From an optimization exercise on the open Yosys and OpenROAD flow, aimed at small area; shortcuts taken in it are not production practice.
Where RTL was checked, it was by simulation tests only, not by an equivalence proof against the original.
No activity file was given, so power comes from the tool's default toggle rates.

==> flow/design.v <==
module timer_top (
input wire sys_clk,
input wire sys_rst_n,
input wire dbg_mode,
input wire [11:0] tim_paddr,
input wire tim_psel,
input wire tim_penable,
input wire tim_pwrite,
input wire [31:0] tim_pwdata,
input wire [3:0] tim_pstrb,
output reg [31:0] tim_prdata,
output wire tim_pready,
output wire tim_pslverr,
output wire tim_int
);
reg rdy;
always @(posedge sys_clk or negedge sys_rst_n)
	if (!sys_rst_n) rdy <= 1'b0;
	else            rdy <= tim_psel & tim_penable & ~rdy;
wire wr = rdy & tim_pwrite;
wire rd = rdy & ~tim_pwrite;
assign tim_pready = rdy;
wire       a_ok = (tim_paddr[11:5] == 7'd0) && (tim_paddr[1:0] == 2'd0);
wire [2:0] ai   = tim_paddr[4:2];
wire [31:0] d   = tim_pwdata;
wire [3:0]  s   = tim_pstrb;
wire tcr_w   = wr & a_ok & (ai == 3'd0);
wire tdr0_w  = wr & a_ok & (ai == 3'd1);
wire tdr1_w  = wr & a_ok & (ai == 3'd2);
wire tcmp0_w = wr & a_ok & (ai == 3'd3);
wire tcmp1_w = wr & a_ok & (ai == 3'd4);
wire tier_w  = wr & a_ok & (ai == 3'd5) & s[0];
wire tisr_w  = wr & a_ok & (ai == 3'd6) & s[0];
wire thcsr_w = wr & a_ok & (ai == 3'd7) & s[0];
reg       timer_en, div_en, int_en, int_st, halt_req, halt_ack;
reg [3:0] div_val;
wire [3:0] pdv    = d[11:8];
wire       pdv_bad = pdv[3] & (pdv[2:0] != 3'd0);
wire       dv_same = (pdv == div_val);
wire te_clr = tcr_w & ( ((s[1:0] == 2'b11) && (d == 32'h0))
			| (s[0] && timer_en && !div_en && (d[1:0] == 2'b00) && dv_same)
			| (s[0] && timer_en &&  div_en && (d[1:0] == 2'b10) && dv_same) );
wire te_keep = (s[1] & (pdv_bad | timer_en)) | (timer_en & (d[1] ^ div_en));
wire te_nxt  = te_clr ? 1'b0 : ((tcr_w & s[0]) ? (te_keep ? timer_en : d[0]) : timer_en);
wire de_nxt = (tcr_w & s[0] & ~timer_en) ? ((pdv_bad & s[1]) ? div_en : d[1]) : div_en;
wire [3:0] dv_nxt = (tcr_w & s[1] & ~timer_en & ~pdv_bad) ? pdv : div_val;
assign tim_pslverr = tcr_w & ( (timer_en & s[1] & ~dv_same)
			| (timer_en & s[0] & (d[1] ^ div_en))
			| (pdv_bad & s[1]) );
wire halt = halt_req & dbg_mode;
reg  [7:0] int_cnt;
wire [7:0] max_val;
genvar gi;
generate for (gi = 0; gi < 8; gi = gi + 1) begin : g_max
	assign max_val[gi] = div_val[3] | (div_val[2:0] > gi);
end endgenerate
wire dv_nz  = (div_val != 4'd0);
wire pulse  = (int_cnt == max_val);
wire cnt_en = ~halt & timer_en & (~div_en | ~dv_nz | pulse);
wire [7:0] ic_nxt = halt ? int_cnt :
		(~div_en | ~timer_en | pulse) ? 8'd0 :
		(dv_nz ? int_cnt + 8'd1 : int_cnt);
reg  [63:0] cnt;
wire [7:0] blk_one, blk_pre;
wire [63:0] cy;
generate for (gi = 0; gi < 8; gi = gi + 1) begin : g_blk
	assign blk_one[gi] = &cnt[8*gi+7:8*gi];
	if (gi == 0) begin : g0
		assign blk_pre[gi] = 1'b1;
	end else begin : gn
		assign blk_pre[gi] = blk_pre[gi-1] & blk_one[gi-1];
	end
end endgenerate
generate for (gi = 0; gi < 64; gi = gi + 1) begin : g_cy
	if (gi % 8 == 0) begin : gb
		assign cy[gi] = cnt_en & blk_pre[gi/8];
	end else begin : gr
		assign cy[gi] = cy[gi-1] & cnt[gi-1];
	end
end endgenerate
wire [63:0] inc = cnt ^ cy;
wire cnt_clr = timer_en & ~te_nxt;
wire [7:0] wb = {{4{tdr1_w}} & s, {4{tdr0_w}} & s};
reg  [63:0] cnt_nxt;
integer k;
always @(*) begin
	for (k = 0; k < 64; k = k + 1)
		cnt_nxt[k] = cnt_clr ? 1'b0 : (wb[k/8] ? d[k%32] : inc[k]);
end
reg  [63:0] ncmp;    
wire [7:0] cb = {{4{tcmp1_w}} & s, {4{tcmp0_w}} & s};
reg  [63:0] cmp_nxt;
always @(*) begin
	for (k = 0; k < 64; k = k + 1)
		cmp_nxt[k] = cb[k/8] ? ~d[k%32] : ncmp[k];
end
wire [63:0] cmp = ~ncmp;
wire eq = (inc == cmp);
always @(posedge sys_clk or negedge sys_rst_n) begin
	if (!sys_rst_n) begin
		timer_en <= 1'b0;
		div_en   <= 1'b0;
		div_val  <= 4'd1;
		int_en   <= 1'b0;
		int_st   <= 1'b0;
		halt_req <= 1'b0;
		halt_ack <= 1'b0;
		int_cnt  <= 8'd0;
		cnt      <= 64'd0;
		ncmp     <= 64'd0;
	end else begin
		timer_en <= te_nxt;
		div_en   <= de_nxt;
		div_val  <= dv_nxt;
		int_en   <= tier_w ? d[0] : int_en;
		int_st   <= (tisr_w & d[0]) ? 1'b0 : (eq | int_st);
		halt_req <= thcsr_w ? d[0] : halt_req;
		halt_ack <= dbg_mode & halt_req;
		int_cnt  <= ic_nxt;
		cnt      <= cnt_nxt;
		ncmp     <= cmp_nxt;
	end
end
assign tim_int = int_en & int_st;
always @(*) begin
	tim_prdata = 32'h0;
	if (rd & a_ok)
		case (ai)
			3'd0: tim_prdata = {20'b0, div_val, 6'b0, div_en, timer_en};
			3'd1: tim_prdata = inc[31:0];
			3'd2: tim_prdata = inc[63:32];
			3'd3: tim_prdata = cmp[31:0];
			3'd4: tim_prdata = cmp[63:32];
			3'd5: tim_prdata = {31'b0, int_en};
			3'd6: tim_prdata = {31'b0, int_st};
			3'd7: tim_prdata = {30'b0, halt_ack, halt_req};
		endcase
end
endmodule
export LEC_CHECK = 0
export CAP_MARGIN = 20
export CORE_MARGIN = 2
export CORE_UTILIZATION = 40
export SLEW_MARGIN = 20
create_clock -name core_clock -period 5.5 [get_ports {sys_clk}]
standard.sh (not shown) runs the stock make flow with config.mk's settings and CLKGATE_MAP_FILE= SYNTH_SCRIPT=/design/flow/synth_recipe.tcl, a recipe that flattens the netlist after the stock synthesis.
==> flow/flow/run.sh <==
#!/bin/bash
set -o pipefail
bash standard.sh > standard.log 2>&1
The baseline completed with no timing, DRC or antenna violations.
Edit:
==> flow/flow/run.sh (replaced) <==
#!/bin/bash
# Standard ORFS layout with lighter port buffers, no CTS dummy loads and
# power recovery (downsizing of non-critical cells) after global routing.
set -o pipefail
export BUFFER_PORTS_ARGS="-buffer_cell sky130_fd_sc_hd__buf_1"
export CTS_ARGS="-sink_clustering_enable -repair_clock_nets -dont_use_dummy_load"
export RECOVER_POWER=100
bash standard.sh > standard.log 2>&1
Outcome:
- This time the run completed, yet does not pass: capacitance limit, slew limit
- clock-buffer cell count stays the same
- worst hold slack hardly moves
- design area is lower by about 11%
- sequential share of layout area is higher by 4.0 points
- synthesized area stays the same
- flip-flop and latch count stays the same
- synthesized cell count does not change
Edit:
==> flow/flow/run.sh (replaced) <==
#!/bin/bash
# Standard ORFS layout with lighter port buffers and no CTS dummy loads.
set -o pipefail
export BUFFER_PORTS_ARGS="-buffer_cell sky130_fd_sc_hd__buf_1"
export CTS_ARGS="-sink_clustering_enable -repair_clock_nets -dont_use_dummy_load"
bash standard.sh > standard.log 2>&1
Outcome: The changed run ran to the end with no violations; final cell count does not change; total power barely changes; setup slack improves by 4.0 ps; utilization barely changes.
Edit:
==> flow/flow/run.sh (replaced) <==
#!/bin/bash
# Standard ORFS layout with lighter port buffers, no CTS dummy loads and
# power recovery (downsizing of non-critical cells) after global routing.
set -o pipefail
export BUFFER_PORTS_ARGS="-buffer_cell sky130_fd_sc_hd__buf_1"
export CTS_ARGS="-sink_clustering_enable -repair_clock_nets -dont_use_dummy_load"
export RECOVER_POWER=100
bash standard.sh > standard.log 2>&1
CORE_UTILIZATION = 60   (was 40)
Effect:
- Now the flow finished but failed the layout checks on capacitance limit, slew limit
- worst setup slack gets worse by 41 ps
- total power fell by 0.61%
- utilization is higher by 23 points
- non-clock buffer count rose by 24
No run of this note included a check of the RTL's function; only the layout flow was run.

---

Another version of the RTL of timer_top (not shown whole).
Size in the first run: about 890 cells after synthesis, roughly 150 flip-flops, ~0.0079 mm² of cells after synthesis.
Settings: LEC_CHECK=0, CAP_MARGIN=20, CORE_MARGIN=2, CORE_UTILIZATION=40, SLEW_MARGIN=20; clock period 5.5 ns.
==> flow/flow/run.sh <==
#!/bin/bash
# The standard ORFS layout, with:
#  - port buffers of sky130_fd_sc_hd__buf_1
#  - clock tree of clkbuf_8, without dummy loads
#  - the standard flow's synthesis script, with only ABC's mapping script replaced by flow/abc.script
set -o pipefail
here=$(pwd)
export BUFFER_PORTS_ARGS="-buffer_cell sky130_fd_sc_hd__buf_1"
export CTS_ARGS="-sink_clustering_enable -repair_clock_nets -dont_use_dummy_load -buf_list sky130_fd_sc_hd__clkbuf_8"
{
  echo "proc abc {args} {"
  echo "  set i [lsearch -exact \$args -script]"
  echo "  if {\$i >= 0} { lset args [expr {\$i + 1}] $here/flow/abc.script }"
  echo "  yosys abc {*}\$args"
  echo "}"
  cat synth_recipe.tcl
} > my_synth.tcl
sed "s#SYNTH_SCRIPT=[^ ]*#SYNTH_SCRIPT=$here/my_synth.tcl#" standard.sh > my_standard.sh
bash my_standard.sh > standard.log 2>&1
==> flow/flow/abc.script <==
strash
dch -f
amap
The starting point completed, yet does not pass: setup timing.
Change:
==> flow/flow/abc.script (replaced) <==
strash
dch
&get -n
&st
&dch
&nf
&put
What happened:
- The changed run produced a clean layout
- clock skew stays flat
- die area rises slightly
- global-route usage came out lower by 2.8 points
- utilization shrinks by 3.3 points
- register-to-register slack improves by 0.73 ns
- routed wire length went down by a few percent
- via count is lower by a little under a tenth
- clock power came out lower slightly
Change:
==> flow/flow/run.sh (replaced) <==
#!/bin/bash
# Standard ORFS layout with lighter port buffers and no CTS dummy loads.
set -o pipefail
export BUFFER_PORTS_ARGS="-buffer_cell sky130_fd_sc_hd__buf_1"
export CTS_ARGS="-sink_clustering_enable -repair_clock_nets -dont_use_dummy_load -buf_list sky130_fd_sc_hd__clkbuf_8"
bash standard.sh > standard.log 2>&1
removed: flow/flow/abc.script
Effect: Combinational power goes up by about 8%; sequential power hardly moves; utilization goes down by 2.0 points; final cell count hardly moves; synthesized area goes up by 4.5%; hold slack is better by 0.0046 ns.

---

timer_top, a different RTL version from the one above (not shown whole).
For scale: ~89 I/O pins, about 7700 µm² of cells after synthesis.
## timer_top
module timer_top (
input wire sys_clk,
input wire sys_rst_n,
input wire dbg_mode,
input wire [11:0] tim_paddr,
input wire tim_psel,
input wire tim_penable,
input wire tim_pwrite,
input wire [31:0] tim_pwdata,
input wire [3:0] tim_pstrb,
output reg [31:0] tim_prdata,
output wire tim_pready,
output wire tim_pslverr,
output wire tim_int
);
clock: 5.5 ns
lec_check: 0
cap_margin: 20
core_margin: 2
core_utilization: 40
slew_margin: 20
synth_hierarchical: 1
==> flow/flow/run.sh <==
#!/bin/bash
# The standard ORFS layout, with:
#  - port buffers of sky130_fd_sc_hd__buf_1
#  - clock tree of clkbuf_8, without dummy loads
#  - the standard flow's synthesis script, with only ABC's mapping script replaced by flow/abc.script
set -o pipefail
here=$(pwd)
export BUFFER_PORTS_ARGS="-buffer_cell sky130_fd_sc_hd__buf_1"
export CTS_ARGS="-sink_clustering_enable -repair_clock_nets -dont_use_dummy_load -buf_list sky130_fd_sc_hd__clkbuf_8"
{
  echo "proc abc {args} {"
  echo "  set i [lsearch -exact \$args -script]"
  echo "  if {\$i >= 0} { lset args [expr {\$i + 1}] $here/flow/abc.script }"
  echo "  yosys abc {*}\$args"
  echo "}"
  cat synth_recipe.tcl
} > my_synth.tcl
sed "s#SYNTH_SCRIPT=[^ ]*#SYNTH_SCRIPT=$here/my_synth.tcl#" standard.sh > my_standard.sh
bash my_standard.sh > standard.log 2>&1
==> flow/flow/abc.script <==
strash
dch -f
&get -n
&st
&dch -f
&nf
&put
The starting point produced a clean layout.
==> next run, changes <==
==> flow/flow/abc.script (replaced) <==
strash
dch
&get -n
&st
&dch
&nf
&put
strash
dch
&get -n
&st
&dch
&nf
&put
After rerunning: The new run ran to the end with no violations; sequential share of layout area barely changes; clock skew falls by 0.0033 ns; clock-buffer cell count does not change; clock power is lower by about 0.9%; total power goes down by 0.36%; setup slack got worse by 0.028 ns; wire length went up by 5.0%; sequential cell count is unchanged; core utilization grows by 0.23 points; final area is about the same; area after synthesis hardly moves.
==> next run, changes <==
==> flow/flow/abc.script (replaced) <==
strash
dch
&get -n
&st
&dch
&nf
&put
strash
dch
&get -n
&st
&dch
&nf
&put
strash
dch
&get -n
&st
&dch
&nf
&put
CORE_UTILIZATION = 45   (was 40)
The new run completed without violations.
Worst setup slack gets worse by 0.010 ns.
Design area goes down by 1.1%.
Cell count goes down by 1.9%.
Routed wire length goes down by 4.4%.
Non-clock buffer count goes down by 10.
Synthesized area barely changes.
==> next run, changes <==
CORE_UTILIZATION = 40   (was 45)
The new run completed without violations.
Die area goes up by 12%.
Design area is about the same.
Worst hold slack gets worse by 0.015 ns.
Total power goes up by 0.78%.

---

timer_top, a different RTL version from the one above (not shown whole).
Size in the first run: roughly 750 cells after synthesis, about 150 flip-flops, about 7800 um^2 of cells after synthesis.
Settings: LEC_CHECK=0, CAP_MARGIN=20, CORE_MARGIN=2, CORE_UTILIZATION=40, SLEW_MARGIN=20, SYNTH_HIERARCHICAL=1; clock period 5.5 ns.
==> flow/flow/run.sh <==
#!/bin/bash
# The standard ORFS layout, with:
#  - port buffers of sky130_fd_sc_hd__buf_1
#  - clock tree of clkbuf_8, without dummy loads
#  - the standard flow's synthesis script, with only ABC's mapping script replaced by flow/abc.script
set -o pipefail
here=$(pwd)
export BUFFER_PORTS_ARGS="-buffer_cell sky130_fd_sc_hd__buf_1"
export DONT_USE_CELLS="sky130_fd_sc_hd__buf_4 sky130_fd_sc_hd__buf_6 sky130_fd_sc_hd__buf_8 sky130_fd_sc_hd__buf_12 sky130_fd_sc_hd__buf_16"
export CTS_ARGS="-sink_clustering_enable -repair_clock_nets -dont_use_dummy_load -buf_list sky130_fd_sc_hd__clkbuf_8"
{
  echo "proc abc {args} {"
  echo "  set i [lsearch -exact \$args -script]"
  echo "  if {\$i >= 0} { lset args [expr {\$i + 1}] $here/flow/abc.script }"
  echo "  yosys abc {*}\$args"
  echo "}"
  cat synth_recipe.tcl
} > my_synth.tcl
sed "s#SYNTH_SCRIPT=[^ ]*#SYNTH_SCRIPT=$here/my_synth.tcl#" standard.sh > my_standard.sh
bash my_standard.sh > standard.log 2>&1
==> flow/flow/abc.script <==
strash
dch
&get -n
&st
&dch
&nf
&put
Then changed:
--- a/flow/flow/run.sh
+++ b/flow/flow/run.sh
@@ -8,3 +8,2 @@
 export BUFFER_PORTS_ARGS="-buffer_cell sky130_fd_sc_hd__buf_1"
-export DONT_USE_CELLS="sky130_fd_sc_hd__buf_4 sky130_fd_sc_hd__buf_6 sky130_fd_sc_hd__buf_8 sky130_fd_sc_hd__buf_12 sky130_fd_sc_hd__buf_16"
 export CTS_ARGS="-sink_clustering_enable -repair_clock_nets -dont_use_dummy_load -buf_list sky130_fd_sc_hd__clkbuf_8"
After rerunning:
- sequential power stays flat
- non-clock buffer count stays the same
- critical path depth is unchanged
- cell area is unchanged
- first-iteration DRC count stays the same
- wire length does not change

---

== north ==
timer_top, a different RTL version from the one above (not shown whole).
For scale: ~89 I/O pins, about 0.0079 sq mm of cells after synthesis.
==> flow/config.mk <==
export PLATFORM = sky130hd
export DESIGN_NAME = timer_top
export DESIGN_NICKNAME = timer_top
export VERILOG_FILES = /design/flow/design.v
export SDC_FILE = /design/flow/constraint.sdc
export NUM_CORES = 4
export LEC_CHECK = 0
export CAP_MARGIN = 20
export CORE_MARGIN = 2
export CORE_UTILIZATION = 40
export SLEW_MARGIN = 20
==> flow/constraint.sdc <==
create_clock -name core_clock -period 5.5 [get_ports {sys_clk}]
set_input_delay 1.1000 -clock core_clock [delete_from_list [all_inputs] [get_ports {sys_clk}]]
set_output_delay 1.1000 -clock core_clock [all_outputs]
set_load 0.01 [all_outputs]
==> flow/flow/run.sh <==
#!/bin/bash
# The standard ORFS layout, with:
#  - port buffers of sky130_fd_sc_hd__buf_1
#  - clock tree of clkbuf_8, without dummy loads
#  - the standard flow's synthesis script, with only ABC's mapping script replaced by flow/abc.script
set -o pipefail
here=$(pwd)
export BUFFER_PORTS_ARGS="-buffer_cell sky130_fd_sc_hd__buf_1"
export CTS_ARGS="-sink_clustering_enable -repair_clock_nets -dont_use_dummy_load -buf_list sky130_fd_sc_hd__clkbuf_8 -sink_clustering_size 30 -sink_clustering_max_diameter 100"
{
  echo "proc abc {args} {"
  echo "  set i [lsearch -exact \$args -script]"
  echo "  if {\$i >= 0} { lset args [expr {\$i + 1}] $here/flow/abc.script }"
  echo "  yosys abc {*}\$args"
  echo "}"
  cat synth_recipe.tcl
} > my_synth.tcl
sed "s#SYNTH_SCRIPT=[^ ]*#SYNTH_SCRIPT=$here/my_synth.tcl#" standard.sh > my_standard.sh
bash my_standard.sh > standard.log 2>&1
Scripts as last shown in full above: flow/flow/abc.script
To summarise north: no stage aborted, but the layout did not pass its checks, failing on setup timing.
### north -> south
-- flow/flow/run.sh --
<<< north, line 8
export BUFFER_PORTS_ARGS="-buffer_cell sky130_fd_sc_hd__buf_1"
export CTS_ARGS="-sink_clustering_enable -repair_clock_nets -dont_use_dummy_load -buf_list sky130_fd_sc_hd__clkbuf_8 -sink_clustering_size 30 -sink_clustering_max_diameter 100"
{
>>> south, line 8
export BUFFER_PORTS_ARGS="-buffer_cell sky130_fd_sc_hd__buf_1"
export CTS_ARGS="-sink_clustering_enable -repair_clock_nets -dont_use_dummy_load -buf_list sky130_fd_sc_hd__clkbuf_8"
{
## What came out
The layout from south, despite a flow that completed every stage, fails the layout checks, with the failing checks listed as setup timing. ~same met3 usage in global routing in south and north. Diff north..south | final number of hold-violating endpoints | unchanged. Re sequential fraction of the synthesis area: no difference whatsoever between north and south.
Function was not checked in any run of this note: the RTL went through the layout flow alone.

## static timing again, ports no longer ideal
Ports are ideal in the flow. The routed layouts listed here were re-timed in OpenROAD. Step 1 assumes that a clkbuf_16 drives the clock port and a buf_2 every other input. Step 2 adds t to the input delays and takes it off the output delays; t is the mean of the earliest and latest rising clock arrival at the registers after step 1. Input paths then give back, and output paths get back, about the clock's delay inside the block. Three values: ideal, step 1, step 2; two values: the first two.
run | t, ns | setup slack, ns | hold slack, ns | worst setup path after step 2 | cell pins on the clock port's net
the first run of note 1 | 0.474 | 0.085 / 0.037 / 0.111 | 0.441 / 0.441 / 0.441 | input to output | 1
the second run of note 1 | 0.474 | 0.169 / 0.119 / 0.570 | 0.441 / 0.441 / 0.441 | input to output | 1
the third run of note 1 | 0.473 | 0.173 / 0.123 / 0.565 | 0.441 / 0.441 / 0.441 | input to output | 1
the fourth run of note 1 | 0.457 | 0.132 / 0.087 / 0.405 | 0.433 / 0.433 / 0.433 | input, reset recovery | 1
the first run of note 2 | 0.499 | -0.481 / -0.522 / -0.023 | 0.401 / 0.382 / 0.506 | register to output | 1
the second run of note 2 | 0.498 | 0.148 / 0.107 / 0.531 | 0.421 / 0.409 / 0.457 | input to output | 1
the third run of note 2 | 0.478 | 0.198 / 0.153 / 0.382 | 0.425 / 0.402 / 0.454 | input to output | 1
the first run of note 3 | 0.489 | 0.401 / 0.359 / 0.553 | 0.427 / 0.410 / 0.461 | input to register | 1
the second run of note 3 | 0.490 | 0.373 / 0.330 / 0.431 | 0.435 / 0.416 / 0.461 | input to register | 1
the third run of note 3 | 0.483 | 0.362 / 0.324 / 0.425 | 0.428 / 0.412 / 0.468 | input to register | 1
the fourth run of note 3 | 0.490 | 0.351 / 0.312 / 0.519 | 0.414 / 0.397 / 0.471 | input to register | 1
the first run of note 4 | 0.480 | 0.538 / 0.498 / 0.652 | 0.417 / 0.399 / 0.462 | input to output | 1
the second run of note 4 | 0.480 | 0.538 / 0.498 / 0.652 | 0.417 / 0.399 / 0.462 | input to output | 1
north | 0.485 | -0.189 / -0.230 / -0.141 | 0.422 / 0.406 / 0.459 | input to output | 1
south | 0.485 | -0.189 / -0.230 / -0.141 | 0.422 / 0.406 / 0.459 | input to output | 1
The worst setup slack also covers recovery checks on asynchronous resets.
